Context: an optimization exercise on an open-source flow, tuned for small area. The choices shown serve that exercise and are no tape-out recipe.
Only simulation tests tie the RTL to the original design; equivalence was not proved.
The clock port is modelled as an ideal driver; clocking choices that lean on that would not hold on a real chip.
Power is estimated from default activity; no workload was simulated.

==> flow/run.sh <==
#!/bin/bash
# The standard layout (standard.sh), with these changes:
#  - synthesis maps to the x1 (or x0) size of every cell: the platform's
#    don't-use list plus the larger sizes (flow/synth_dont_use.txt); ABC
#    otherwise upsizes the one-gate modules for a load they do not have.
#    Placement and timing repair may still use every size;
#  - the port buffers are the smallest buffer cell (buf_1);
#  - clock tree: clkbuf_4 buffers and no dummy loads, then each clock buffer
#    is sized to the smallest clkbuf that keeps the slew at the flip-flop
#    clock pins under 120 ps (flow/clk_size.tcl).
# Each step's output goes to a log file of its own here; ORFS's own logs are
# under orfs/logs.
set -euo pipefail
R=orfs/results/sky130hd/ALU_top/base
bash standard.sh synth "DONT_USE_CELLS=$(cat flow/synth_dont_use.txt)" > synth.log 2>&1
export BUFFER_PORTS_ARGS="-buffer_cell sky130_fd_sc_hd__buf_1"
export CTS_ARGS="-sink_clustering_enable -repair_clock_nets -dont_use_dummy_load -buf_list sky130_fd_sc_hd__clkbuf_4"
bash standard.sh cts > place_cts.log 2>&1
ODB_IN=$R/4_cts.odb ODB_OUT=$R/4_cts.odb SDC_IN=$R/4_cts.sdc \
  LIB=$FLOW_HOME/platforms/sky130hd/lib/sky130_fd_sc_hd__tt_025C_1v80.lib \
  PLATFORM_DIR=$FLOW_HOME/platforms/sky130hd CLK_SLEW_TARGET=0.120 CLK_ROOT_SLEW_TARGET=0.25 \
  openroad -no_splash -exit flow/clk_size.tcl > clk_size.log 2>&1
bash standard.sh > route_finish.log 2>&1
==> flow/clk_size.tcl <==
# Sizes each clock buffer to the smallest clkbuf that keeps the slew at the
# pins it drives under a target, leaves first, then re-legalizes placement.
read_db $::env(ODB_IN)
read_liberty $::env(LIB)
read_sdc $::env(SDC_IN)
source $::env(PLATFORM_DIR)/setRC.tcl
set_propagated_clock [all_clocks]
estimate_parasitics -placement
set target $::env(CLK_SLEW_TARGET)
set sizes {sky130_fd_sc_hd__clkbuf_1 sky130_fd_sc_hd__clkbuf_2 sky130_fd_sc_hd__clkbuf_4 sky130_fd_sc_hd__clkbuf_8 sky130_fd_sc_hd__clkbuf_16}
proc load_slew {inst} {
  set mx 0
  set out [get_pins -of_objects [get_cells $inst] -filter "direction == output"]
  set net [get_nets -of_objects $out]
  foreach p [get_pins -of_objects $net -filter "direction == input"] {
    set s [get_property $p slew_max]
    if {$s > $mx} { set mx $s }
  }
  return $mx
}
proc drives_flops {inst} {
  set out [get_pins -of_objects [get_cells $inst] -filter "direction == output"]
  set net [get_nets -of_objects $out]
  foreach p [get_pins -of_objects $net -filter "direction == input"] {
    if {[string match *CLK [get_full_name $p]]} { return 1 }
  }
  return 0
}
set bufs {}
foreach i [get_cells -hierarchical *] {
  if {[string match *clkbuf* [get_property $i ref_name]]} { lappend bufs [get_full_name $i] }
}
set leaves {}; set others {}
foreach b $bufs { if {[drives_flops $b]} { lappend leaves $b } else { lappend others $b } }
foreach pass {1 2} {
  foreach b [concat $leaves $others] {
    set t [expr {[lsearch $leaves $b] >= 0 ? $target : $::env(CLK_ROOT_SLEW_TARGET)}]
    foreach s $sizes {
      replace_cell [get_cells $b] [get_lib_cells */$s]
      estimate_parasitics -placement
      if {[load_slew $b] <= $t} { break }
    }
    puts "clock buffer $b: [get_property [get_cells $b] ref_name] slew [load_slew $b]"
  }
}
detailed_placement
check_placement
estimate_parasitics -placement
set mx 0
foreach p [get_pins -hierarchical */CLK] { set s [get_property $p slew_max]; if {$s > $mx} {set mx $s} }
puts "max flop clock slew $mx"
write_db $::env(ODB_OUT)
==> flow/synth_dont_use.txt <==
sky130_fd_sc_hd__probe_p_8 sky130_fd_sc_hd__probec_p_8 sky130_fd_sc_hd__lpflow_bleeder_1 sky130_fd_sc_hd__lpflow_clkbufkapwr_1 sky130_fd_sc_hd__lpflow_clkbufkapwr_16 sky130_fd_sc_hd__lpflow_clkbufkapwr_2 sky130_fd_sc_hd__lpflow_clkbufkapwr_4 sky130_fd_sc_hd__lpflow_clkbufkapwr_8 sky130_fd_sc_hd__lpflow_clkinvkapwr_1 sky130_fd_sc_hd__lpflow_clkinvkapwr_16 sky130_fd_sc_hd__lpflow_clkinvkapwr_2 sky130_fd_sc_hd__lpflow_clkinvkapwr_4 sky130_fd_sc_hd__lpflow_clkinvkapwr_8 sky130_fd_sc_hd__lpflow_decapkapwr_12 sky130_fd_sc_hd__lpflow_decapkapwr_3 sky130_fd_sc_hd__lpflow_decapkapwr_4 sky130_fd_sc_hd__lpflow_decapkapwr_6 sky130_fd_sc_hd__lpflow_decapkapwr_8 sky130_fd_sc_hd__lpflow_inputiso0n_1 sky130_fd_sc_hd__lpflow_inputiso0p_1 sky130_fd_sc_hd__lpflow_inputiso1n_1 sky130_fd_sc_hd__lpflow_inputiso1p_1 sky130_fd_sc_hd__lpflow_inputisolatch_1 sky130_fd_sc_hd__lpflow_isobufsrc_1 sky130_fd_sc_hd__lpflow_isobufsrc_16 sky130_fd_sc_hd__lpflow_isobufsrc_2 sky130_fd_sc_hd__lpflow_isobufsrc_4 sky130_fd_sc_hd__lpflow_isobufsrc_8 sky130_fd_sc_hd__lpflow_isobufsrckapwr_16 sky130_fd_sc_hd__lpflow_lsbuf_lh_hl_isowell_tap_1 sky130_fd_sc_hd__lpflow_lsbuf_lh_hl_isowell_tap_2 sky130_fd_sc_hd__lpflow_lsbuf_lh_hl_isowell_tap_4 sky130_fd_sc_hd__lpflow_lsbuf_lh_isowell_4 sky130_fd_sc_hd__lpflow_lsbuf_lh_isowell_tap_1 sky130_fd_sc_hd__lpflow_lsbuf_lh_isowell_tap_2 sky130_fd_sc_hd__lpflow_lsbuf_lh_isowell_tap_4 sky130_fd_sc_hd__a2111o_2 sky130_fd_sc_hd__a2111o_4 sky130_fd_sc_hd__a2111oi_2 sky130_fd_sc_hd__a2111oi_4 sky130_fd_sc_hd__a211o_2 sky130_fd_sc_hd__a211o_4 sky130_fd_sc_hd__a211oi_2 sky130_fd_sc_hd__a211oi_4 sky130_fd_sc_hd__a21bo_2 sky130_fd_sc_hd__a21bo_4 sky130_fd_sc_hd__a21boi_2 sky130_fd_sc_hd__a21boi_4 sky130_fd_sc_hd__a21o_2 sky130_fd_sc_hd__a21o_4 sky130_fd_sc_hd__a21oi_2 sky130_fd_sc_hd__a21oi_4 sky130_fd_sc_hd__a221o_2 sky130_fd_sc_hd__a221o_4 sky130_fd_sc_hd__a221oi_2 sky130_fd_sc_hd__a221oi_4 sky130_fd_sc_hd__a22o_2 sky130_fd_sc_hd__a22o_4 sky130_fd_sc_hd__a22oi_2 sky130_fd_sc_hd__a22oi_4 sky130_fd_sc_hd__a2bb2o_2 sky130_fd_sc_hd__a2bb2o_4 sky130_fd_sc_hd__a2bb2oi_2 sky130_fd_sc_hd__a2bb2oi_4 sky130_fd_sc_hd__a311o_2 sky130_fd_sc_hd__a311o_4 sky130_fd_sc_hd__a311oi_2 sky130_fd_sc_hd__a311oi_4 sky130_fd_sc_hd__a31o_2 sky130_fd_sc_hd__a31o_4 sky130_fd_sc_hd__a31oi_2 sky130_fd_sc_hd__a31oi_4 sky130_fd_sc_hd__a32o_2 sky130_fd_sc_hd__a32o_4 sky130_fd_sc_hd__a32oi_2 sky130_fd_sc_hd__a32oi_4 sky130_fd_sc_hd__a41o_2 sky130_fd_sc_hd__a41o_4 sky130_fd_sc_hd__a41oi_2 sky130_fd_sc_hd__a41oi_4 sky130_fd_sc_hd__and2_2 sky130_fd_sc_hd__and2_4 sky130_fd_sc_hd__and2b_2 sky130_fd_sc_hd__and2b_4 sky130_fd_sc_hd__and3_2 sky130_fd_sc_hd__and3_4 sky130_fd_sc_hd__and3b_2 sky130_fd_sc_hd__and3b_4 sky130_fd_sc_hd__and4_2 sky130_fd_sc_hd__and4_4 sky130_fd_sc_hd__and4b_2 sky130_fd_sc_hd__and4b_4 sky130_fd_sc_hd__and4bb_2 sky130_fd_sc_hd__and4bb_4 sky130_fd_sc_hd__buf_12 sky130_fd_sc_hd__buf_16 sky130_fd_sc_hd__buf_2 sky130_fd_sc_hd__buf_6 sky130_fd_sc_hd__buf_8 sky130_fd_sc_hd__bufbuf_16 sky130_fd_sc_hd__bufbuf_8 sky130_fd_sc_hd__bufinv_16 sky130_fd_sc_hd__bufinv_8 sky130_fd_sc_hd__clkbuf_16 sky130_fd_sc_hd__clkbuf_2 sky130_fd_sc_hd__clkbuf_4 sky130_fd_sc_hd__clkbuf_8 sky130_fd_sc_hd__clkdlybuf4s15_2 sky130_fd_sc_hd__clkdlybuf4s18_2 sky130_fd_sc_hd__clkdlybuf4s25_2 sky130_fd_sc_hd__clkdlybuf4s50_2 sky130_fd_sc_hd__clkinv_16 sky130_fd_sc_hd__clkinv_2 sky130_fd_sc_hd__clkinv_4 sky130_fd_sc_hd__clkinv_8 sky130_fd_sc_hd__clkinvlp_2 sky130_fd_sc_hd__clkinvlp_4 sky130_fd_sc_hd__decap_12 sky130_fd_sc_hd__decap_3 sky130_fd_sc_hd__decap_4 sky130_fd_sc_hd__decap_6 sky130_fd_sc_hd__decap_8 sky130_fd_sc_hd__dfbbn_2 sky130_fd_sc_hd__dfrbp_2 sky130_fd_sc_hd__dfrtp_2 sky130_fd_sc_hd__dfrtp_4 sky130_fd_sc_hd__dfsbp_2 sky130_fd_sc_hd__dfstp_2 sky130_fd_sc_hd__dfstp_4 sky130_fd_sc_hd__dfxbp_2 sky130_fd_sc_hd__dfxtp_2 sky130_fd_sc_hd__dfxtp_4 sky130_fd_sc_hd__diode_2 sky130_fd_sc_hd__dlclkp_2 sky130_fd_sc_hd__dlclkp_4 sky130_fd_sc_hd__dlrbn_2 sky130_fd_sc_hd__dlrbp_2 sky130_fd_sc_hd__dlrtn_2 sky130_fd_sc_hd__dlrtn_4 sky130_fd_sc_hd__dlrtp_2 sky130_fd_sc_hd__dlrtp_4 sky130_fd_sc_hd__dlxbn_2 sky130_fd_sc_hd__dlxtn_2 sky130_fd_sc_hd__dlxtn_4 sky130_fd_sc_hd__ebufn_2 sky130_fd_sc_hd__ebufn_4 sky130_fd_sc_hd__ebufn_8 sky130_fd_sc_hd__einvn_2 sky130_fd_sc_hd__einvn_4 sky130_fd_sc_hd__einvn_8 sky130_fd_sc_hd__einvp_2 sky130_fd_sc_hd__einvp_4 sky130_fd_sc_hd__einvp_8 sky130_fd_sc_hd__fa_2 sky130_fd_sc_hd__fa_4 sky130_fd_sc_hd__ha_2 sky130_fd_sc_hd__ha_4 sky130_fd_sc_hd__inv_12 sky130_fd_sc_hd__inv_16 sky130_fd_sc_hd__inv_2 sky130_fd_sc_hd__inv_4 sky130_fd_sc_hd__inv_6 sky130_fd_sc_hd__inv_8 sky130_fd_sc_hd__maj3_2 sky130_fd_sc_hd__maj3_4 sky130_fd_sc_hd__mux2_2 sky130_fd_sc_hd__mux2_4 sky130_fd_sc_hd__mux2_8 sky130_fd_sc_hd__mux2i_2 sky130_fd_sc_hd__mux2i_4 sky130_fd_sc_hd__mux4_2 sky130_fd_sc_hd__mux4_4 sky130_fd_sc_hd__nand2_2 sky130_fd_sc_hd__nand2_4 sky130_fd_sc_hd__nand2_8 sky130_fd_sc_hd__nand2b_2 sky130_fd_sc_hd__nand2b_4 sky130_fd_sc_hd__nand3_2 sky130_fd_sc_hd__nand3_4 sky130_fd_sc_hd__nand3b_2 sky130_fd_sc_hd__nand3b_4 sky130_fd_sc_hd__nand4_2 sky130_fd_sc_hd__nand4_4 sky130_fd_sc_hd__nand4b_2 sky130_fd_sc_hd__nand4b_4 sky130_fd_sc_hd__nand4bb_2 sky130_fd_sc_hd__nand4bb_4 sky130_fd_sc_hd__nor2_2 sky130_fd_sc_hd__nor2_4 sky130_fd_sc_hd__nor2_8 sky130_fd_sc_hd__nor2b_2 sky130_fd_sc_hd__nor2b_4 sky130_fd_sc_hd__nor3_2 sky130_fd_sc_hd__nor3_4 sky130_fd_sc_hd__nor3b_2 sky130_fd_sc_hd__nor3b_4 sky130_fd_sc_hd__nor4_2 sky130_fd_sc_hd__nor4_4 sky130_fd_sc_hd__nor4b_2 sky130_fd_sc_hd__nor4b_4 sky130_fd_sc_hd__nor4bb_2 sky130_fd_sc_hd__nor4bb_4 sky130_fd_sc_hd__o2111a_2 sky130_fd_sc_hd__o2111a_4 sky130_fd_sc_hd__o2111ai_2 sky130_fd_sc_hd__o2111ai_4 sky130_fd_sc_hd__o211a_2 sky130_fd_sc_hd__o211a_4 sky130_fd_sc_hd__o211ai_2 sky130_fd_sc_hd__o211ai_4 sky130_fd_sc_hd__o21a_2 sky130_fd_sc_hd__o21a_4 sky130_fd_sc_hd__o21ai_2 sky130_fd_sc_hd__o21ai_4 sky130_fd_sc_hd__o21ba_2 sky130_fd_sc_hd__o21ba_4 sky130_fd_sc_hd__o21bai_2 sky130_fd_sc_hd__o21bai_4 sky130_fd_sc_hd__o221a_2 sky130_fd_sc_hd__o221a_4 sky130_fd_sc_hd__o221ai_2 sky130_fd_sc_hd__o221ai_4 sky130_fd_sc_hd__o22a_2 sky130_fd_sc_hd__o22a_4 sky130_fd_sc_hd__o22ai_2 sky130_fd_sc_hd__o22ai_4 sky130_fd_sc_hd__o2bb2a_2 sky130_fd_sc_hd__o2bb2a_4 sky130_fd_sc_hd__o2bb2ai_2 sky130_fd_sc_hd__o2bb2ai_4 sky130_fd_sc_hd__o311a_2 sky130_fd_sc_hd__o311a_4 sky130_fd_sc_hd__o311ai_2 sky130_fd_sc_hd__o311ai_4 sky130_fd_sc_hd__o31a_2 sky130_fd_sc_hd__o31a_4 sky130_fd_sc_hd__o31ai_2 sky130_fd_sc_hd__o31ai_4 sky130_fd_sc_hd__o32a_2 sky130_fd_sc_hd__o32a_4 sky130_fd_sc_hd__o32ai_2 sky130_fd_sc_hd__o32ai_4 sky130_fd_sc_hd__o41a_2 sky130_fd_sc_hd__o41a_4 sky130_fd_sc_hd__o41ai_2 sky130_fd_sc_hd__o41ai_4 sky130_fd_sc_hd__or2_2 sky130_fd_sc_hd__or2_4 sky130_fd_sc_hd__or2b_2 sky130_fd_sc_hd__or2b_4 sky130_fd_sc_hd__or3_2 sky130_fd_sc_hd__or3_4 sky130_fd_sc_hd__or3b_2 sky130_fd_sc_hd__or3b_4 sky130_fd_sc_hd__or4_2 sky130_fd_sc_hd__or4_4 sky130_fd_sc_hd__or4b_2 sky130_fd_sc_hd__or4b_4 sky130_fd_sc_hd__or4bb_2 sky130_fd_sc_hd__or4bb_4 sky130_fd_sc_hd__sdfbbn_2 sky130_fd_sc_hd__sdfrbp_2 sky130_fd_sc_hd__sdfrtp_2 sky130_fd_sc_hd__sdfrtp_4 sky130_fd_sc_hd__sdfsbp_2 sky130_fd_sc_hd__sdfstp_2 sky130_fd_sc_hd__sdfstp_4 sky130_fd_sc_hd__sdfxbp_2 sky130_fd_sc_hd__sdfxtp_2 sky130_fd_sc_hd__sdfxtp_4 sky130_fd_sc_hd__sdlclkp_2 sky130_fd_sc_hd__sdlclkp_4 sky130_fd_sc_hd__sedfxbp_2 sky130_fd_sc_hd__sedfxtp_2 sky130_fd_sc_hd__sedfxtp_4 sky130_fd_sc_hd__xnor2_2 sky130_fd_sc_hd__xnor2_4 sky130_fd_sc_hd__xnor3_2 sky130_fd_sc_hd__xnor3_4 sky130_fd_sc_hd__xor2_2 sky130_fd_sc_hd__xor2_4 sky130_fd_sc_hd__xor3_2 sky130_fd_sc_hd__xor3_4
==> standard.sh <==
#!/bin/bash
# synth_recipe.tcl (not shown) runs the flow's synth.tcl, then flattens the netlist and writes it again
# the make line also repeats each setting of config.mk as NAME=value (left out here)
make -C /OpenROAD-flow-scripts/flow DESIGN_CONFIG=/design/flow/config.mk WORK_HOME=/design/flow/orfs CLKGATE_MAP_FILE= SYNTH_SCRIPT=/design/flow/synth_recipe.tcl "${@:-finish}"
==> config.mk <==
export PLATFORM = sky130hd
export DESIGN_NAME = ALU_top
export DESIGN_NICKNAME = ALU_top
export VERILOG_FILES = /design/flow/design.v
export SDC_FILE = /design/flow/constraint.sdc
export NUM_CORES = 4
export LEC_CHECK = 0
export CAP_MARGIN = 20
export CORE_MARGIN = 2
export CORE_UTILIZATION = 55
export SLEW_MARGIN = 20
export SYNTH_HIERARCHICAL = 1
export SYNTH_MINIMUM_KEEP_SIZE = 1
==> constraint.sdc <==
create_clock -name core_clock -period 4.5 [get_ports {clk}]
set_input_delay 0.9000 -clock core_clock [delete_from_list [all_inputs] [get_ports {clk}]]
set_output_delay 0.9000 -clock core_clock [all_outputs]
set_load 0.01 [all_outputs]
==> design.v <==
`timescale 1ns / 1ps
module ALU_top(
    input clk,
    input [31:0] a,
    input [31:0] b,
    input [3:0] f,
    output reg [31:0] y,
    output reg [3:0] zero
    );
    reg  [31:0] a_r, b_r;
    reg  [3:0]  f_r;
    wire [31:0] y_c;
    wire [3:0]  zero_c;
    ALU u_alu(.a(a_r), .b(b_r), .f(f_r), .y(y_c), .zero(zero_c));
    always @(posedge clk) begin
        a_r  <= a;
        b_r  <= b;
        f_r  <= f;
        y    <= y_c;
        zero <= zero_c;
    end
endmodule

`timescale 1ns / 1ps
module ALU(
   input signed [31:0] a, b,
   input [3:0] f,
   output signed [31:0] y,
   output [3:0] zero
   );
   wire bb0, p0, g0, bb1, pn1, gn1, bb2, p2, g2, bb3, pn3, gn3, bb4, p4, g4, bb5, pn5, gn5, qn0, yb0, cn1, l1, q1, y1, c2, qn2, y2, cn3, l3, q3, y3, c4, qn4, y4, cn5, l5, q5, y5, c6, bb6, p6, g6, bb7, pn7, gn7, bb8, p8, g8, bb9, pn9, gn9, bb10, p10, g10, bb11, pn11, gn11, bb12, p12, g12, bb13, pn13, gn13, qn6, y6, cn7, l7, q7, y7, c8, qn8, y8, cn9, l9, q9, y9, c10, qn10, y10, cn11, l11, q11, y11, c12, qn12, y12, cn13, l13, q13, y13, gx6, G6_7, Gn6_8, G6_9, Gn6_10, G6_11, Gn6_12, G6_13, Px6, Pw6, P6, Cn14, bb14, pn14, gn14, bb15, p15, g15, bb16, pn16, gn16, bb17, p17, g17, bb18, pn18, gn18, bb19, p19, g19, l14, q14, y14, c15, qn15, y15, cn16, l16, q16, y16, c17, qn17, y17, cn18, l18, q18, y18, c19, qn19, y19, gx14, Gn14_15, G14_16, Gn14_17, G14_18, Gn14_19, Px14, Pw14, Pn14, C20, bb20, p20, g20, bb21, pn21, gn21, bb22, p22, g22, bb23, pn23, gn23, bb24, p24, g24, qn20, y20, cn21, l21, q21, y21, c22, qn22, y22, cn23, l23, q23, y23, c24, qn24, y24, gx20, G20_21, Gn20_22, G20_23, Gn20_24, Px20, Pw20, P20, Cn25, bb25, pn25, gn25, bb26, p26, g26, bb27, pn27, gn27, bb28, p28, g28, l25, q25, y25, c26, qn26, y26, cn27, l27, q27, y27, c28, qn28, y28, gx25, Gn25_26, G25_27, Gn25_28, Px25, Pw25, Pn25, C29, bb29, p29, g29, bb30, pn30, gn30, bb31, p31, g31, qn29, y29, cn30, l30, q30, y30, c31, qn31, y31, cn32, slt, y0, zf0, zf1, zf2, zf3, zf4, zf5, zf6, zf7, zf8, zf9, zf10, zn0, zn1, zn2, zr;
   wire K1, K2, K3, K1n, K2n, K3n, S7;
   alu_ctrl u_ctrl (.f(f), .K1(K1), .K2(K2), .K3(K3), .K1n(K1n), .K2n(K2n), .K3n(K3n), .S7(S7));
   g_xor2 u_bb0 (.a(b[0]), .b(f[2]), .y(bb0));
   g_xor2 u_p0 (.a(a[0]), .b(bb0), .y(p0));
   g_and2 u_g0 (.a(a[0]), .b(bb0), .y(g0));
   g_xor2 u_bb1 (.a(b[1]), .b(f[2]), .y(bb1));
   g_xnor2 u_pn1 (.a(a[1]), .b(bb1), .y(pn1));
   g_nand2 u_gn1 (.a(a[1]), .b(bb1), .y(gn1));
   g_xor2 u_bb2 (.a(b[2]), .b(f[2]), .y(bb2));
   g_xor2 u_p2 (.a(a[2]), .b(bb2), .y(p2));
   g_and2 u_g2 (.a(a[2]), .b(bb2), .y(g2));
   g_xor2 u_bb3 (.a(b[3]), .b(f[2]), .y(bb3));
   g_xnor2 u_pn3 (.a(a[3]), .b(bb3), .y(pn3));
   g_nand2 u_gn3 (.a(a[3]), .b(bb3), .y(gn3));
   g_xor2 u_bb4 (.a(b[4]), .b(f[2]), .y(bb4));
   g_xor2 u_p4 (.a(a[4]), .b(bb4), .y(p4));
   g_and2 u_g4 (.a(a[4]), .b(bb4), .y(g4));
   g_xor2 u_bb5 (.a(b[5]), .b(f[2]), .y(bb5));
   g_xnor2 u_pn5 (.a(a[5]), .b(bb5), .y(pn5));
   g_nand2 u_gn5 (.a(a[5]), .b(bb5), .y(gn5));
   g_a222oi u_qn0 (.a1(K1), .a2(f[2]), .b1(K2), .b2(g0), .c1(K3), .c2(p0), .y(qn0));
   g_xnor2 u_yb0 (.a(p0), .b(qn0), .y(yb0));
   g_a21oi u_cn1 (.a1(p0), .a2(f[2]), .b1(g0), .y(cn1));
   g_o22ai u_l1 (.a1(K2n), .a2(gn1), .b1(K3n), .b2(pn1), .y(l1));
   g_o21bai u_q1 (.a1(K1n), .a2(cn1), .b1n(l1), .y(q1));
   g_xnor2 u_y1 (.a(pn1), .b(q1), .y(y1));
   g_o21ai u_c2 (.a1(pn1), .a2(cn1), .b1(gn1), .y(c2));
   g_a222oi u_qn2 (.a1(K1), .a2(c2), .b1(K2), .b2(g2), .c1(K3), .c2(p2), .y(qn2));
   g_xnor2 u_y2 (.a(p2), .b(qn2), .y(y2));
   g_a21oi u_cn3 (.a1(p2), .a2(c2), .b1(g2), .y(cn3));
   g_o22ai u_l3 (.a1(K2n), .a2(gn3), .b1(K3n), .b2(pn3), .y(l3));
   g_o21bai u_q3 (.a1(K1n), .a2(cn3), .b1n(l3), .y(q3));
   g_xnor2 u_y3 (.a(pn3), .b(q3), .y(y3));
   g_o21ai u_c4 (.a1(pn3), .a2(cn3), .b1(gn3), .y(c4));
   g_a222oi u_qn4 (.a1(K1), .a2(c4), .b1(K2), .b2(g4), .c1(K3), .c2(p4), .y(qn4));
   g_xnor2 u_y4 (.a(p4), .b(qn4), .y(y4));
   g_a21oi u_cn5 (.a1(p4), .a2(c4), .b1(g4), .y(cn5));
   g_o22ai u_l5 (.a1(K2n), .a2(gn5), .b1(K3n), .b2(pn5), .y(l5));
   g_o21bai u_q5 (.a1(K1n), .a2(cn5), .b1n(l5), .y(q5));
   g_xnor2 u_y5 (.a(pn5), .b(q5), .y(y5));
   g_o21ai u_c6 (.a1(pn5), .a2(cn5), .b1(gn5), .y(c6));
   g_xor2 u_bb6 (.a(b[6]), .b(f[2]), .y(bb6));
   g_xor2 u_p6 (.a(a[6]), .b(bb6), .y(p6));
   g_and2 u_g6 (.a(a[6]), .b(bb6), .y(g6));
   g_xor2 u_bb7 (.a(b[7]), .b(f[2]), .y(bb7));
   g_xnor2 u_pn7 (.a(a[7]), .b(bb7), .y(pn7));
   g_nand2 u_gn7 (.a(a[7]), .b(bb7), .y(gn7));
   g_xor2 u_bb8 (.a(b[8]), .b(f[2]), .y(bb8));
   g_xor2 u_p8 (.a(a[8]), .b(bb8), .y(p8));
   g_and2 u_g8 (.a(a[8]), .b(bb8), .y(g8));
   g_xor2 u_bb9 (.a(b[9]), .b(f[2]), .y(bb9));
   g_xnor2 u_pn9 (.a(a[9]), .b(bb9), .y(pn9));
   g_nand2 u_gn9 (.a(a[9]), .b(bb9), .y(gn9));
   g_xor2 u_bb10 (.a(b[10]), .b(f[2]), .y(bb10));
   g_xor2 u_p10 (.a(a[10]), .b(bb10), .y(p10));
   g_and2 u_g10 (.a(a[10]), .b(bb10), .y(g10));
   g_xor2 u_bb11 (.a(b[11]), .b(f[2]), .y(bb11));
   g_xnor2 u_pn11 (.a(a[11]), .b(bb11), .y(pn11));
   g_nand2 u_gn11 (.a(a[11]), .b(bb11), .y(gn11));
   g_xor2 u_bb12 (.a(b[12]), .b(f[2]), .y(bb12));
   g_xor2 u_p12 (.a(a[12]), .b(bb12), .y(p12));
   g_and2 u_g12 (.a(a[12]), .b(bb12), .y(g12));
   g_xor2 u_bb13 (.a(b[13]), .b(f[2]), .y(bb13));
   g_xnor2 u_pn13 (.a(a[13]), .b(bb13), .y(pn13));
   g_nand2 u_gn13 (.a(a[13]), .b(bb13), .y(gn13));
   g_a222oi u_qn6 (.a1(K1), .a2(c6), .b1(K2), .b2(g6), .c1(K3), .c2(p6), .y(qn6));
   g_xnor2 u_y6 (.a(p6), .b(qn6), .y(y6));
   g_a21oi u_cn7 (.a1(p6), .a2(c6), .b1(g6), .y(cn7));
   g_o22ai u_l7 (.a1(K2n), .a2(gn7), .b1(K3n), .b2(pn7), .y(l7));
   g_o21bai u_q7 (.a1(K1n), .a2(cn7), .b1n(l7), .y(q7));
   g_xnor2 u_y7 (.a(pn7), .b(q7), .y(y7));
   g_o21ai u_c8 (.a1(pn7), .a2(cn7), .b1(gn7), .y(c8));
   g_a222oi u_qn8 (.a1(K1), .a2(c8), .b1(K2), .b2(g8), .c1(K3), .c2(p8), .y(qn8));
   g_xnor2 u_y8 (.a(p8), .b(qn8), .y(y8));
   g_a21oi u_cn9 (.a1(p8), .a2(c8), .b1(g8), .y(cn9));
   g_o22ai u_l9 (.a1(K2n), .a2(gn9), .b1(K3n), .b2(pn9), .y(l9));
   g_o21bai u_q9 (.a1(K1n), .a2(cn9), .b1n(l9), .y(q9));
   g_xnor2 u_y9 (.a(pn9), .b(q9), .y(y9));
   g_o21ai u_c10 (.a1(pn9), .a2(cn9), .b1(gn9), .y(c10));
   g_a222oi u_qn10 (.a1(K1), .a2(c10), .b1(K2), .b2(g10), .c1(K3), .c2(p10), .y(qn10));
   g_xnor2 u_y10 (.a(p10), .b(qn10), .y(y10));
   g_a21oi u_cn11 (.a1(p10), .a2(c10), .b1(g10), .y(cn11));
   g_o22ai u_l11 (.a1(K2n), .a2(gn11), .b1(K3n), .b2(pn11), .y(l11));
   g_o21bai u_q11 (.a1(K1n), .a2(cn11), .b1n(l11), .y(q11));
   g_xnor2 u_y11 (.a(pn11), .b(q11), .y(y11));
   g_o21ai u_c12 (.a1(pn11), .a2(cn11), .b1(gn11), .y(c12));
   g_a222oi u_qn12 (.a1(K1), .a2(c12), .b1(K2), .b2(g12), .c1(K3), .c2(p12), .y(qn12));
   g_xnor2 u_y12 (.a(p12), .b(qn12), .y(y12));
   g_a21oi u_cn13 (.a1(p12), .a2(c12), .b1(g12), .y(cn13));
   g_o22ai u_l13 (.a1(K2n), .a2(gn13), .b1(K3n), .b2(pn13), .y(l13));
   g_o21bai u_q13 (.a1(K1n), .a2(cn13), .b1n(l13), .y(q13));
   g_xnor2 u_y13 (.a(pn13), .b(q13), .y(y13));
   g_nand2 u_gx6 (.a(a[6]), .b(bb6), .y(gx6));
   g_o21ai u_G6_7 (.a1(pn7), .a2(gx6), .b1(gn7), .y(G6_7));
   g_a21oi u_Gn6_8 (.a1(p8), .a2(G6_7), .b1(g8), .y(Gn6_8));
   g_o21ai u_G6_9 (.a1(pn9), .a2(Gn6_8), .b1(gn9), .y(G6_9));
   g_a21oi u_Gn6_10 (.a1(p10), .a2(G6_9), .b1(g10), .y(Gn6_10));
   g_o21ai u_G6_11 (.a1(pn11), .a2(Gn6_10), .b1(gn11), .y(G6_11));
   g_a21oi u_Gn6_12 (.a1(p12), .a2(G6_11), .b1(g12), .y(Gn6_12));
   g_o21ai u_G6_13 (.a1(pn13), .a2(Gn6_12), .b1(gn13), .y(G6_13));
   g_nand4 u_Px6 (.a(p6), .b(p8), .c(p10), .d(p12), .y(Px6));
   g_nor4 u_Pw6 (.a(pn7), .b(pn9), .c(pn11), .d(pn13), .y(Pw6));
   g_nor2b u_P6 (.a(Px6), .bn(Pw6), .y(P6));
   g_a21oi u_Cn14 (.a1(P6), .a2(c6), .b1(G6_13), .y(Cn14));
   g_xor2 u_bb14 (.a(b[14]), .b(f[2]), .y(bb14));
   g_xnor2 u_pn14 (.a(a[14]), .b(bb14), .y(pn14));
   g_nand2 u_gn14 (.a(a[14]), .b(bb14), .y(gn14));
   g_xor2 u_bb15 (.a(b[15]), .b(f[2]), .y(bb15));
   g_xor2 u_p15 (.a(a[15]), .b(bb15), .y(p15));
   g_and2 u_g15 (.a(a[15]), .b(bb15), .y(g15));
   g_xor2 u_bb16 (.a(b[16]), .b(f[2]), .y(bb16));
   g_xnor2 u_pn16 (.a(a[16]), .b(bb16), .y(pn16));
   g_nand2 u_gn16 (.a(a[16]), .b(bb16), .y(gn16));
   g_xor2 u_bb17 (.a(b[17]), .b(f[2]), .y(bb17));
   g_xor2 u_p17 (.a(a[17]), .b(bb17), .y(p17));
   g_and2 u_g17 (.a(a[17]), .b(bb17), .y(g17));
   g_xor2 u_bb18 (.a(b[18]), .b(f[2]), .y(bb18));
   g_xnor2 u_pn18 (.a(a[18]), .b(bb18), .y(pn18));
   g_nand2 u_gn18 (.a(a[18]), .b(bb18), .y(gn18));
   g_xor2 u_bb19 (.a(b[19]), .b(f[2]), .y(bb19));
   g_xor2 u_p19 (.a(a[19]), .b(bb19), .y(p19));
   g_and2 u_g19 (.a(a[19]), .b(bb19), .y(g19));
   g_o22ai u_l14 (.a1(K2n), .a2(gn14), .b1(K3n), .b2(pn14), .y(l14));
   g_o21bai u_q14 (.a1(K1n), .a2(Cn14), .b1n(l14), .y(q14));
   g_xnor2 u_y14 (.a(pn14), .b(q14), .y(y14));
   g_o21ai u_c15 (.a1(pn14), .a2(Cn14), .b1(gn14), .y(c15));
   g_a222oi u_qn15 (.a1(K1), .a2(c15), .b1(K2), .b2(g15), .c1(K3), .c2(p15), .y(qn15));
   g_xnor2 u_y15 (.a(p15), .b(qn15), .y(y15));
   g_a21oi u_cn16 (.a1(p15), .a2(c15), .b1(g15), .y(cn16));
   g_o22ai u_l16 (.a1(K2n), .a2(gn16), .b1(K3n), .b2(pn16), .y(l16));
   g_o21bai u_q16 (.a1(K1n), .a2(cn16), .b1n(l16), .y(q16));
   g_xnor2 u_y16 (.a(pn16), .b(q16), .y(y16));
   g_o21ai u_c17 (.a1(pn16), .a2(cn16), .b1(gn16), .y(c17));
   g_a222oi u_qn17 (.a1(K1), .a2(c17), .b1(K2), .b2(g17), .c1(K3), .c2(p17), .y(qn17));
   g_xnor2 u_y17 (.a(p17), .b(qn17), .y(y17));
   g_a21oi u_cn18 (.a1(p17), .a2(c17), .b1(g17), .y(cn18));
   g_o22ai u_l18 (.a1(K2n), .a2(gn18), .b1(K3n), .b2(pn18), .y(l18));
   g_o21bai u_q18 (.a1(K1n), .a2(cn18), .b1n(l18), .y(q18));
   g_xnor2 u_y18 (.a(pn18), .b(q18), .y(y18));
   g_o21ai u_c19 (.a1(pn18), .a2(cn18), .b1(gn18), .y(c19));
   g_a222oi u_qn19 (.a1(K1), .a2(c19), .b1(K2), .b2(g19), .c1(K3), .c2(p19), .y(qn19));
   g_xnor2 u_y19 (.a(p19), .b(qn19), .y(y19));
   g_and2 u_gx14 (.a(a[14]), .b(bb14), .y(gx14));
   g_a21oi u_Gn14_15 (.a1(p15), .a2(gx14), .b1(g15), .y(Gn14_15));
   g_o21ai u_G14_16 (.a1(pn16), .a2(Gn14_15), .b1(gn16), .y(G14_16));
   g_a21oi u_Gn14_17 (.a1(p17), .a2(G14_16), .b1(g17), .y(Gn14_17));
   g_o21ai u_G14_18 (.a1(pn18), .a2(Gn14_17), .b1(gn18), .y(G14_18));
   g_a21oi u_Gn14_19 (.a1(p19), .a2(G14_18), .b1(g19), .y(Gn14_19));
   g_nand3 u_Px14 (.a(p15), .b(p17), .c(p19), .y(Px14));
   g_nor3 u_Pw14 (.a(pn14), .b(pn16), .c(pn18), .y(Pw14));
   g_nand2b u_Pn14 (.an(Px14), .b(Pw14), .y(Pn14));
   g_o21ai u_C20 (.a1(Pn14), .a2(Cn14), .b1(Gn14_19), .y(C20));
   g_xor2 u_bb20 (.a(b[20]), .b(f[2]), .y(bb20));
   g_xor2 u_p20 (.a(a[20]), .b(bb20), .y(p20));
   g_and2 u_g20 (.a(a[20]), .b(bb20), .y(g20));
   g_xor2 u_bb21 (.a(b[21]), .b(f[2]), .y(bb21));
   g_xnor2 u_pn21 (.a(a[21]), .b(bb21), .y(pn21));
   g_nand2 u_gn21 (.a(a[21]), .b(bb21), .y(gn21));
   g_xor2 u_bb22 (.a(b[22]), .b(f[2]), .y(bb22));
   g_xor2 u_p22 (.a(a[22]), .b(bb22), .y(p22));
   g_and2 u_g22 (.a(a[22]), .b(bb22), .y(g22));
   g_xor2 u_bb23 (.a(b[23]), .b(f[2]), .y(bb23));
   g_xnor2 u_pn23 (.a(a[23]), .b(bb23), .y(pn23));
   g_nand2 u_gn23 (.a(a[23]), .b(bb23), .y(gn23));
   g_xor2 u_bb24 (.a(b[24]), .b(f[2]), .y(bb24));
   g_xor2 u_p24 (.a(a[24]), .b(bb24), .y(p24));
   g_and2 u_g24 (.a(a[24]), .b(bb24), .y(g24));
   g_a222oi u_qn20 (.a1(K1), .a2(C20), .b1(K2), .b2(g20), .c1(K3), .c2(p20), .y(qn20));
   g_xnor2 u_y20 (.a(p20), .b(qn20), .y(y20));
   g_a21oi u_cn21 (.a1(p20), .a2(C20), .b1(g20), .y(cn21));
   g_o22ai u_l21 (.a1(K2n), .a2(gn21), .b1(K3n), .b2(pn21), .y(l21));
   g_o21bai u_q21 (.a1(K1n), .a2(cn21), .b1n(l21), .y(q21));
   g_xnor2 u_y21 (.a(pn21), .b(q21), .y(y21));
   g_o21ai u_c22 (.a1(pn21), .a2(cn21), .b1(gn21), .y(c22));
   g_a222oi u_qn22 (.a1(K1), .a2(c22), .b1(K2), .b2(g22), .c1(K3), .c2(p22), .y(qn22));
   g_xnor2 u_y22 (.a(p22), .b(qn22), .y(y22));
   g_a21oi u_cn23 (.a1(p22), .a2(c22), .b1(g22), .y(cn23));
   g_o22ai u_l23 (.a1(K2n), .a2(gn23), .b1(K3n), .b2(pn23), .y(l23));
   g_o21bai u_q23 (.a1(K1n), .a2(cn23), .b1n(l23), .y(q23));
   g_xnor2 u_y23 (.a(pn23), .b(q23), .y(y23));
   g_o21ai u_c24 (.a1(pn23), .a2(cn23), .b1(gn23), .y(c24));
   g_a222oi u_qn24 (.a1(K1), .a2(c24), .b1(K2), .b2(g24), .c1(K3), .c2(p24), .y(qn24));
   g_xnor2 u_y24 (.a(p24), .b(qn24), .y(y24));
   g_nand2 u_gx20 (.a(a[20]), .b(bb20), .y(gx20));
   g_o21ai u_G20_21 (.a1(pn21), .a2(gx20), .b1(gn21), .y(G20_21));
   g_a21oi u_Gn20_22 (.a1(p22), .a2(G20_21), .b1(g22), .y(Gn20_22));
   g_o21ai u_G20_23 (.a1(pn23), .a2(Gn20_22), .b1(gn23), .y(G20_23));
   g_a21oi u_Gn20_24 (.a1(p24), .a2(G20_23), .b1(g24), .y(Gn20_24));
   g_nand3 u_Px20 (.a(p20), .b(p22), .c(p24), .y(Px20));
   g_nor2 u_Pw20 (.a(pn21), .b(pn23), .y(Pw20));
   g_nor2b u_P20 (.a(Px20), .bn(Pw20), .y(P20));
   g_a21boi u_Cn25 (.a1(P20), .a2(C20), .b1n(Gn20_24), .y(Cn25));
   g_xor2 u_bb25 (.a(b[25]), .b(f[2]), .y(bb25));
   g_xnor2 u_pn25 (.a(a[25]), .b(bb25), .y(pn25));
   g_nand2 u_gn25 (.a(a[25]), .b(bb25), .y(gn25));
   g_xor2 u_bb26 (.a(b[26]), .b(f[2]), .y(bb26));
   g_xor2 u_p26 (.a(a[26]), .b(bb26), .y(p26));
   g_and2 u_g26 (.a(a[26]), .b(bb26), .y(g26));
   g_xor2 u_bb27 (.a(b[27]), .b(f[2]), .y(bb27));
   g_xnor2 u_pn27 (.a(a[27]), .b(bb27), .y(pn27));
   g_nand2 u_gn27 (.a(a[27]), .b(bb27), .y(gn27));
   g_xor2 u_bb28 (.a(b[28]), .b(f[2]), .y(bb28));
   g_xor2 u_p28 (.a(a[28]), .b(bb28), .y(p28));
   g_and2 u_g28 (.a(a[28]), .b(bb28), .y(g28));
   g_o22ai u_l25 (.a1(K2n), .a2(gn25), .b1(K3n), .b2(pn25), .y(l25));
   g_o21bai u_q25 (.a1(K1n), .a2(Cn25), .b1n(l25), .y(q25));
   g_xnor2 u_y25 (.a(pn25), .b(q25), .y(y25));
   g_o21ai u_c26 (.a1(pn25), .a2(Cn25), .b1(gn25), .y(c26));
   g_a222oi u_qn26 (.a1(K1), .a2(c26), .b1(K2), .b2(g26), .c1(K3), .c2(p26), .y(qn26));
   g_xnor2 u_y26 (.a(p26), .b(qn26), .y(y26));
   g_a21oi u_cn27 (.a1(p26), .a2(c26), .b1(g26), .y(cn27));
   g_o22ai u_l27 (.a1(K2n), .a2(gn27), .b1(K3n), .b2(pn27), .y(l27));
   g_o21bai u_q27 (.a1(K1n), .a2(cn27), .b1n(l27), .y(q27));
   g_xnor2 u_y27 (.a(pn27), .b(q27), .y(y27));
   g_o21ai u_c28 (.a1(pn27), .a2(cn27), .b1(gn27), .y(c28));
   g_a222oi u_qn28 (.a1(K1), .a2(c28), .b1(K2), .b2(g28), .c1(K3), .c2(p28), .y(qn28));
   g_xnor2 u_y28 (.a(p28), .b(qn28), .y(y28));
   g_and2 u_gx25 (.a(a[25]), .b(bb25), .y(gx25));
   g_a21oi u_Gn25_26 (.a1(p26), .a2(gx25), .b1(g26), .y(Gn25_26));
   g_o21ai u_G25_27 (.a1(pn27), .a2(Gn25_26), .b1(gn27), .y(G25_27));
   g_a21oi u_Gn25_28 (.a1(p28), .a2(G25_27), .b1(g28), .y(Gn25_28));
   g_nand2 u_Px25 (.a(p26), .b(p28), .y(Px25));
   g_nor2 u_Pw25 (.a(pn25), .b(pn27), .y(Pw25));
   g_nand2b u_Pn25 (.an(Px25), .b(Pw25), .y(Pn25));
   g_o21ai u_C29 (.a1(Pn25), .a2(Cn25), .b1(Gn25_28), .y(C29));
   g_xor2 u_bb29 (.a(b[29]), .b(f[2]), .y(bb29));
   g_xor2 u_p29 (.a(a[29]), .b(bb29), .y(p29));
   g_and2 u_g29 (.a(a[29]), .b(bb29), .y(g29));
   g_xor2 u_bb30 (.a(b[30]), .b(f[2]), .y(bb30));
   g_xnor2 u_pn30 (.a(a[30]), .b(bb30), .y(pn30));
   g_nand2 u_gn30 (.a(a[30]), .b(bb30), .y(gn30));
   g_xor2 u_bb31 (.a(b[31]), .b(f[2]), .y(bb31));
   g_xor2 u_p31 (.a(a[31]), .b(bb31), .y(p31));
   g_and2 u_g31 (.a(a[31]), .b(bb31), .y(g31));
   g_a222oi u_qn29 (.a1(K1), .a2(C29), .b1(K2), .b2(g29), .c1(K3), .c2(p29), .y(qn29));
   g_xnor2 u_y29 (.a(p29), .b(qn29), .y(y29));
   g_a21oi u_cn30 (.a1(p29), .a2(C29), .b1(g29), .y(cn30));
   g_o22ai u_l30 (.a1(K2n), .a2(gn30), .b1(K3n), .b2(pn30), .y(l30));
   g_o21bai u_q30 (.a1(K1n), .a2(cn30), .b1n(l30), .y(q30));
   g_xnor2 u_y30 (.a(pn30), .b(q30), .y(y30));
   g_o21ai u_c31 (.a1(pn30), .a2(cn30), .b1(gn30), .y(c31));
   g_a222oi u_qn31 (.a1(K1), .a2(c31), .b1(K2), .b2(g31), .c1(K3), .c2(p31), .y(qn31));
   g_xnor2 u_y31 (.a(p31), .b(qn31), .y(y31));
   g_a21oi u_cn32 (.a1(p31), .a2(c31), .b1(g31), .y(cn32));
   g_xnor2 u_slt (.a(p31), .b(cn32), .y(slt));
   g_a21o u_y0 (.a1(S7), .a2(slt), .b1(yb0), .y(y0));
   g_nor2 u_zf0 (.a(y19), .b(y24), .y(zf0));
   g_nor2 u_zf1 (.a(y28), .b(y31), .y(zf1));
   g_nor2 u_zf2 (.a(y13), .b(y18), .y(zf2));
   g_nor2 u_zf3 (.a(y23), .b(y27), .y(zf3));
   g_nor2 u_zf4 (.a(y30), .b(y12), .y(zf4));
   g_nor3 u_zf5 (.a(y17), .b(y22), .c(y26), .y(zf5));
   g_nor3 u_zf6 (.a(y29), .b(y11), .c(y16), .y(zf6));
   g_nor3 u_zf7 (.a(y21), .b(y25), .c(y10), .y(zf7));
   g_nor4 u_zf8 (.a(y15), .b(y20), .c(y9), .d(y14), .y(zf8));
   g_nor4 u_zf9 (.a(y8), .b(y7), .c(y6), .d(y5), .y(zf9));
   g_nor4 u_zf10 (.a(y4), .b(y3), .c(y2), .d(y1), .y(zf10));
   g_nand4 u_zn0 (.a(zf0), .b(zf1), .c(zf2), .d(zf3), .y(zn0));
   g_nand4 u_zn1 (.a(zf4), .b(zf5), .c(zf6), .d(zf7), .y(zn1));
   g_nand3 u_zn2 (.a(zf8), .b(zf9), .c(zf10), .y(zn2));
   g_nor4 u_zr (.a(y0), .b(zn0), .c(zn1), .d(zn2), .y(zr));
   assign y = {y31, y30, y29, y28, y27, y26, y25, y24, y23, y22, y21, y20, y19, y18, y17, y16, y15, y14, y13, y12, y11, y10, y9, y8, y7, y6, y5, y4, y3, y2, y1, y0};
   assign zero = {3'b000, zr};
endmodule
module alu_ctrl(input [3:0] f, output K1, K2, K3, K1n, K2n, K3n, S7);
   assign K1 = ~f[3] & f[1] & ~f[0];
   assign K2 = ~f[3] & ~f[1];
   assign K3 = f[3] | (~f[1] & ~f[0]) | (f[2] & f[1] & f[0]);
   assign K1n = ~(~f[3] & f[1] & ~f[0]);
   assign K2n = ~(~f[3] & ~f[1]);
   assign K3n = ~(f[3] | (~f[1] & ~f[0]) | (f[2] & f[1] & f[0]));
   assign S7 = ~f[3] & f[2] & f[1] & f[0];
endmodule
module g_a21boi(input a1, a2, b1n, output y);
   assign y = ~((a1 & a2) | ~b1n);
endmodule
module g_a21o(input a1, a2, b1, output y);
   assign y = (a1 & a2) | b1;
endmodule
module g_a21oi(input a1, a2, b1, output y);
   assign y = ~((a1 & a2) | b1);
endmodule
module g_a222oi(input a1, a2, b1, b2, c1, c2, output y);
   assign y = ~((a1 & a2) | (b1 & b2) | (c1 & c2));
endmodule
module g_and2(input a, b, output y);
   assign y = ~(~a | ~b);
endmodule
module g_nand2(input a, b, output y);
   assign y = ~(a & b);
endmodule
module g_nand2b(input an, b, output y);
   assign y = ~(~an & b);
endmodule
module g_nand3(input a, b, c, output y);
   assign y = ~(a & b & c);
endmodule
module g_nand4(input a, b, c, d, output y);
   assign y = ~(a & b & c & d);
endmodule
module g_nor2(input a, b, output y);
   assign y = ~(a | b);
endmodule
module g_nor2b(input a, bn, output y);
   assign y = ~(a | ~bn);
endmodule
module g_nor3(input a, b, c, output y);
   assign y = ~(a | b | c);
endmodule
module g_nor4(input a, b, c, d, output y);
   assign y = ~(a | b | c | d);
endmodule
module g_o21ai(input a1, a2, b1, output y);
   assign y = ~((a1 | a2) & b1);
endmodule
module g_o21bai(input a1, a2, b1n, output y);
   assign y = ~((a1 | a2) & ~b1n);
endmodule
module g_o22ai(input a1, a2, b1, b2, output y);
   assign y = ~((a1 | a2) & (b1 | b2));
endmodule
module g_xnor2(input a, b, output y);
   assign y = (a & b) | (~a & ~b);
endmodule
module g_xor2(input a, b, output y);
   assign y = (a & ~b) | (~a & b);
endmodule
==> run summary, run 1 <==
Final Hold Viols=0; critical path required time=4.84 ns; setup ws final=0.4275 ns; vias post-DR=3143; Crit. End Element=flip-flop; Skew-Pair Late Insertion Delay=0.44 ns; pin count of the biggest net entering global routing=19; Horiz. Die Dim=88.37 um; io pins=~110; post-synth cell types=27; number of fill cells=about 600; highest net fanout along the worst path=9; fin. max-slew vios=0; endpoints failing setup=0; Tcrit/Tclk final=approximately 90%; Slew headroom=49.57%; WP data arrival=between 4 and 5 ns; clk_skew=0.03498 ns; clk sinks=101; WL/cell=roughly 15 um; layout cell share with drive strength beyond 1=around 3.9%; Clk pin slew, worst setup/hold paths=0.11 ns; WHS Path Cells=1; Seq cells post-synth=101; Syn Inst Count=373; crit path time final=4.072 ns; IO Port Bufs=101; TritonRoute pass-1 iters=8; maxcap violations=0; drc violations=0; Setup WS pre-CTS=0.4091 ns; post-DP HPWL=6333 um; Syn-to-layout area delta=16.17%; global placement routability congestion=0.8167; initial core utilization=between 50% and 60%; GRT Util Overall=22.80%; worst slew pin tran=0.7564 ns; Fin Setup TNS=0 ns; mapped cell area=0.003915 sq mm; first-pass GRT wire length=13590 um; DP Area=0.004448 sq mm; clk root buf=clkbuf_4; Placeable Area=0.006832 sq mm; CTS Buffer Depth=2; drt total wl=a little under 9000 um; WS Path Type=reg -> reg; reg-to-reg startpoint=f_r[2]; crit path from=f_r[2]; total congestion overflow=0; die area=a little under 0.008 sq mm; register area share after synthesis=51.65%; Die H=88.37 um; std cell rows=30; post-route cell area=0.004548 sq mm; Initial DRC Count=209; post-route ant nets=0; Antenna Cells=0; overall power=roughly 2.0 mW; H-tree depth=3; Post-layout nets=558; Post-CTS Hold Buffers=0; Post-CTS Setup Bufs=0; reg2reg path depth=19; Worst setup SP type=flip-flop; vias in the first global route=3000; LEAKAGE=roughly 1.7 nW; min-delay worst type=in -> reg; power density cells=roughly 440 mW/mm^2; Peak VDD IR=approximately 0.25 mV; YS warnings=7; Hold Path Origin=a[30]; status=no timing/DRC/antenna violations; Mean Syn Cell Area=around 10 sq um; Highest Clock Rate=around 250 MHz; CTS tree=yes; initial antenna violation count=0; RSZ-0062 raised after global routing=no; post-CTS sizing=0; total CTS buffers=9; Vias/cell=5.391
## synthesized netlist by cell type (all sizes together)
library cell	instances	share of area [%]
buf	3	0.58
inv	2	0.19
and3	1	0.16
nor3b	1	0.19
a21o	1	0.19
nor2	8	0.77
nand4	3	0.48
nand2b	2	0.32
nor4	5	0.80
a222oi	17	4.3
nand3	3	0.38
or2	1	0.16
a21oi	25	3.2
xnor2	48	11
o22ai	15	2.4
dfxtp	101	52
and2	19	3.0
nand2	18	1.7
o21ai	25	3.2
a21boi	1	0.19
nor3	5	0.64
o21bai	15	2.9
and4b	1	0.26
nor2b	2	0.32
xor2	49	11
conb	1	0.096
or3	1	0.16
## cells in the final DEF, fill, tap and decap left out, types with 17 or more instances in the layout
| cell type | netlist | layout |
|---|---|---|
| o21ai_1 | 25 | 24 |
| xnor2_1 | 48 | 48 |
| buf_1 | 0 | 101 |
| and2_1 | 19 | 19 |
| a21oi_1 | 25 | 24 |
| xor2_1 | 49 | 49 |
| dfxtp_1 | 101 | 100 |
| a222oi_1 | 17 | 17 |
| nand2_1 | 18 | 18 |
## area by class of cell
| class | count | area (sq um) | share of cell area (%) |
|---|---|---|---|
| sequential | 101 | 2023 | 44.48 |
| multi-input combinational | 269 | 1888 | 41.51 |
| timing repair buffer | 106 | 416.7 | 9.161 |
| tap | 96 | 120.1 | 2.641 |
| clock buffer | 9 | 92.59 | 2.036 |
| inverter | 2 | 7.507 | 0.1651 |
## logic make-up after synthesis
family                 synth area share (%)
AO/OA/AOI/OAI                         16.40
flip-flops                            51.65
XOR/XNOR                              21.70
other                               0.09579
AND/OR/NAND/NOR                       9.396
buffers and inverters                0.7670
## modules after synthesis, one instance, submodules excluded, a selection
| module | area, sq um | flops+latches | copies in the design | cells |
|---|---|---|---|---|
| g_xor2 | 8.758 | 0 | 49 | 1 |
| g_xnor2 | 8.758 | 0 | 48 | 1 |
| g_a21o | 7.507 | 0 | 1 | 1 |
| g_nand4 | 6.256 | 0 | 3 | 1 |
| g_nand2b | 6.256 | 0 | 2 | 1 |
| g_o22ai | 6.256 | 0 | 15 | 1 |
| g_nor2b | 6.256 | 0 | 2 | 1 |
| g_and2 | 6.256 | 0 | 19 | 1 |
| g_o21ai | 5.005 | 0 | 25 | 1 |
| g_nand3 | 5.005 | 0 | 3 | 1 |
| g_a21oi | 5.005 | 0 | 25 | 1 |
| g_nor2 | 3.754 | 0 | 7 | 1 |
| g_nand2 | 3.754 | 0 | 18 | 1 |
## through the flow
step | hold slack (ns) | instances | util [%]
2_1_floorplan | 0.5921 | 375 | -
3_3_place_gp | 0.6411 | 574 | 65.11
3_5_place_dp | 0.6359 | 574 | 65.11
4_1_cts | 0.5060 | 583 | 66.10
5_1_grt | 0.5022 | 583 | 66.58
6_report | 0.5454 | 583 | 66.58
## worst paths after layout
check | end | slack [ns]
max reg2reg | zero[0] | 0.43
max | zero[0] | 0.43
min | a_r[30] | 0.55
min reg2reg | y[2] | 0.65
## routing by layer
metal	track usage, %	part of all wire [%]	vias to the layer above	routed length [um]
met5	0	0	-	0
met4	8.402	1.2	0	105
met3	6.810	7.6	9	655
met2	39.44	49	131	4248
met1	26.74	42	1453	3634
li1	-	-	1550	-
## state kept, by name (all words and copies together), names as in the netlist
signal,flops
a_r,32
b_r,32
f_r,4
y,32
zero,1
## worst max-delay path, cell delays in order (launching register included)
cell and delay, ns:
dfxtp_2 0.47, xor2_1 0.26, xor2_1 0.15, a21oi_1 0.21
o21ai_1 0.12, a21oi_1 0.19, o21ai_1 0.11, a21oi_1 0.26
o21ai_2 0.13, a21oi_2 0.19, o21ai_1 0.14, a21boi_1 0.26
o21ai_1 0.15, a21oi_1 0.19, o21ai_1 0.12, a222oi_1 0.39
xnor2_1 0.16, nor2_1 0.12, nand4_1 0.08, nor4_1 0.27
## power by group
part           switching [mW]  total, mW  internal [mW]
Sequential             0.0437       1.07           1.02
Combinational           0.349      0.575          0.226
Clock                   0.245      0.376          0.131
==> run 2, diff against run 1 <==
--- a/config.mk
+++ b/config.mk
@@ -7,7 +7,7 @@
 export LEC_CHECK = 0
 export CAP_MARGIN = 20
 export CORE_MARGIN = 2
-export CORE_UTILIZATION = 55
+export CORE_UTILIZATION = 70
 export SLEW_MARGIN = 20
 export SYNTH_HIERARCHICAL = 1
 export SYNTH_MINIMUM_KEEP_SIZE = 1
==> run summary, run 2 <==
status=no timing/DRC/antenna violations; post-CTS sizing=0 (unchanged); power density cells=444.6 mW/mm^2 (+0.25%); Post-CTS Setup Bufs=0 (unchanged); WS Path Type=reg -> reg; initial core utilization=71.98% (+15 points); fraction of registers with async set/reset=0% (unchanged); WL/cell=15.34 um (+3.5%); Syn-to-layout area delta=15.31%; Worst setup SP type=flip-flop; register area share after synthesis=51.65% (unchanged); crit path time final=4.087 ns (+0.01408 ns); total congestion overflow=0 (unchanged); critical path required time=4.85 ns (about the same); switching component of the power=638.0 uW (about the same); most common cell after layout, fill and taps aside=buf_1; post-route cell area=0.004514 sq mm (-0.74%); Fin Setup TNS=0 ns (unchanged); Setup WS pre-CTS=0.3375 ns (-0.07156 ns); Highest Clock Rate=244.7 MHz (-0.34%); WP data arrival=4.44 ns (+0.03 ns); drc violations=0 (unchanged); highest net fanout along the worst path=13 (+4); clk root buf=clkbuf_4; fin. max-slew vios=0 (unchanged); Skew-Pair Late Insertion Delay=0.43 ns (about the same); WL met2=4368 um (+2.8%); Vias/cell=5.740 (+6.5%); std cell rows=27 (-10%); Seq cells post-synth=101 (unchanged); Peak VDD IR=0.3247 mV (+31%); reg-to-reg startpoint=f_r[2]; first-pass GRT wire length=13500 um (-0.71%); Crit. End Element=flip-flop; initial antenna violation count=0 (unchanged); Slew headroom=28.58% (-21 points); total CTS buffers=9 (unchanged); Post-synth EDFFs=0 (unchanged); Sw Ratio=31.79% (+0.17 points); Die H=78.79 um (-11%); setup ws final=0.4134 ns (-0.01408 ns); Mean Syn Cell Area=10.50 sq um (unchanged); CTS Buffer Depth=2 (unchanged); io pins=105 (unchanged); Comb power frac=28.7% (+0.2 points); drt total wl=8546 um (-1.1%); M1 WL=3238 um (-11%); ys flop type=dfxtp_1; Critical R2R Capture=zero[0]; post-layout util=83.00% (+16 points); clk_skew=0.03428 ns (-0.0007044 ns); Placeable Area=0.005439 sq mm (-20%); Tcrit/Tclk final=90.81% (+0.31 points); post-DP HPWL=6320 um (-0.21%); Initial DRC Count=299 (+43%); Syn Inst Count=373 (unchanged); die area=0.006207 sq mm (-21%); crit path from=f_r[2]; IO Port Bufs=101 (unchanged); H-tree depth=3 (unchanged); min-delay worst type=in -> reg; Post-CTS Hold Buffers=0 (unchanged); Clk pin slew, worst setup/hold paths=0.12 ns (about the same); vias in the first global route=3126 (+4.2%); largest registers=a_r x32, b_r x32, y x32; most frequent cells in the layout=buf_1, dfxtp_1, xnor2_1; Antenna Cells=0 (unchanged); internal power=1.369 mW (-0.74%); TritonRoute pass-1 iters=7 (-1); clk sinks=101 (unchanged); vias post-DR=3197 (+1.7%); top sig layer=met4; YS warnings=7 (unchanged); post-synth top area cell=dfxtp_1; mapped cell area=0.003915 sq mm (unchanged); Hold Path Origin=b[2]; Horiz. Die Dim=78.79 um (-11%); count leader, synth=dfxtp_1; CTS tree=yes; number of fill cells=364 (-40%); Yosys top cell area share=51.65% (unchanged); Clock power frac=18.1% (-0.5 points); RSZ-0062 raised after global routing=no; reg2reg path depth=19 (unchanged); layout cell share with drive strength beyond 1=3.918% (+0.016 points); maxcap violations=0 (unchanged); crit path to=zero[0]; Met3 Routed Length=707 um (+7.9%); GRT Util Overall=28.19% (+5.4 points); Final Hold Viols=0 (unchanged); Reg power frac=53.1% (+0.3 points); global placement routability congestion=0.9270 (+14%); DP Area=0.004403 sq mm (-1.0%); most frequent cells after synthesis=dfxtp_1, xor2_1, xnor2_1, a21oi_1, o21ai_1; synth top area cells=dfxtp_1, xor2_1, xnor2_1; setup slack, reg-to-reg=0.41 ns (about the same); worst slew pin tran=1.066 ns (+0.3092 ns); post-route ant nets=0 (unchanged); Post-layout nets=556 (-0.36%); endpoints failing setup=0 (unchanged); pin count of the biggest net entering global routing=18 (-1); post-synth cell types=27 (unchanged); LEAKAGE=1.668 nW (-0.59%)
[run 2: cell types whose count changed in the layout (fill, tap and decap cells not counted), sizes merged]
cell	delta
buf	-2
[run 2: kinds of logic after synthesis]
group                  Yosys count  share of synthesized area, %
buffers and inverters            5                        0.7670
flip-flops                     101                         51.65
AND/OR/NAND/NOR                 70                         9.396
AO/OA/AOI/OAI                   99                         16.40
XOR/XNOR                        97                         21.70
other                            1                       0.09579
[run 2: per-layer routing]
layer,global-route usage [%],vias to the layer above
met3,6.136,28
li1,-,1540
met2,48.72,183
met4,15.79,0
met1,32.28,1446
met5,0,-
[run 2: stage by stage]
step / total power, mW / hold slack [ns] / cells
3_3_place_gp: 1.631 / 0.6216 / 548
4_1_cts: 1.970 / 0.5282 / 557
5_1_grt: 2.104 / 0.5108 / 557
6_report: 2.007 / 0.5466 / 557
3_5_place_dp: 1.648 / 0.6446 / 548
2_1_floorplan: 1.473 / 0.5921 / 375
[run 2: how the worst min path moves through the flow]
| stage | endpoint | slack (ns) | depth (start not counted) |
|---|---|---|---|
| floorplan | y[2] | 0.59 | 2 |
| global placement | y[4] | 0.62 | 2 |
| detailed placement | y[2] | 0.64 | 2 |
| CTS | b_r[1] | 0.53 | 1 |
| global route | b_r[2] | 0.51 | 1 |
| finish | b_r[2] | 0.55 | 1 |
[run 2: critical path: stages, from the launching register on]
cell	delay [ns]
dfxtp_4	0.47
xor2_2	0.22
xor2_2	0.13
a21oi_1	0.27
o21ai_1	0.13
a21oi_1	0.21
o21ai_1	0.13
a21oi_1	0.24
o21ai_1	0.19
a21oi_1	0.23
o21ai_1	0.12
a21oi_1	0.22
o21ai_1	0.13
a21oi_1	0.23
o21ai_1	0.13
a222oi_1	0.40
xnor2_1	0.18
nor2_1	0.14
nand4_1	0.10
nor4_1	0.16
[run 2: final cells by class]
type | count | area, sq um | share of cell area [%]
Sequential cell | 101 | 2026 | 44.87
Tap cell | 72 | 90.09 | 1.996
Clock buffer | 9 | 86.33 | 1.912
Multi-Input combinational cell | 269 | 1903 | 42.16
Timing Repair Buffer | 104 | 401.6 | 8.897
Inverter | 2 | 7.507 | 0.1663
[run 2: modules after synthesis, one instance, submodules excluded, a selection]
module,cells inside,flip-flops and latches
g_a21boi,1,0
g_o21ai,1,0
g_nand4,1,0
g_nand3,1,0
g_nor2b,1,0
g_nor2,1,0
g_xor2,1,0
g_a21o,1,0
g_nor4,1,0
g_a222oi,1,0
g_nand2,1,0
g_o22ai,1,0
g_nand2b,1,0
ALU_top,105,101
[run 2: power groups by stage]
stage / clock network (mW) / registers [mW] / logic [mW]
after floorplan: 0 / 1.14 / 0.335
after global placement: 0 / 1.09 / 0.544
after detailed placement: 0 / 1.09 / 0.559
after CTS: 0.340 / 1.07 / 0.562
after global routing: 0.408 / 1.08 / 0.618
final: 0.364 / 1.07 / 0.577

port drivers added, routing unchanged:
How much do the figures lean on ideal ports? The routed layouts below were timed once more, with nothing changed but the port constraints.
Step 1: set_driving_cell puts a clkbuf_16 on clk and a buf_2 on each other input, an assumption about the parent block.
Step 2, shift: input delay + t, output delay - t, t = (earliest + latest rising clock arrival at the registers) / 2. This alone moves slack from input paths to output paths.
Slacks: no drivers / after step 1 / after step 2; pairs: no drivers / after step 1.
| run | shift t [ns] | slack for setup (ns) | worst hold slack (ns) | worst data-port slew with drivers (ns) |
|---|---|---|---|---|
| run 1 | 0.453 | 0.428 / 0.428 / 0.428 | 0.545 / 0.540 / 0.654 | 0.03 |
| run 2 | 0.443 | 0.413 / 0.413 / 0.413 | 0.547 / 0.542 / 0.654 | 0.04 |
After both steps setup and hold are still met in every run listed.
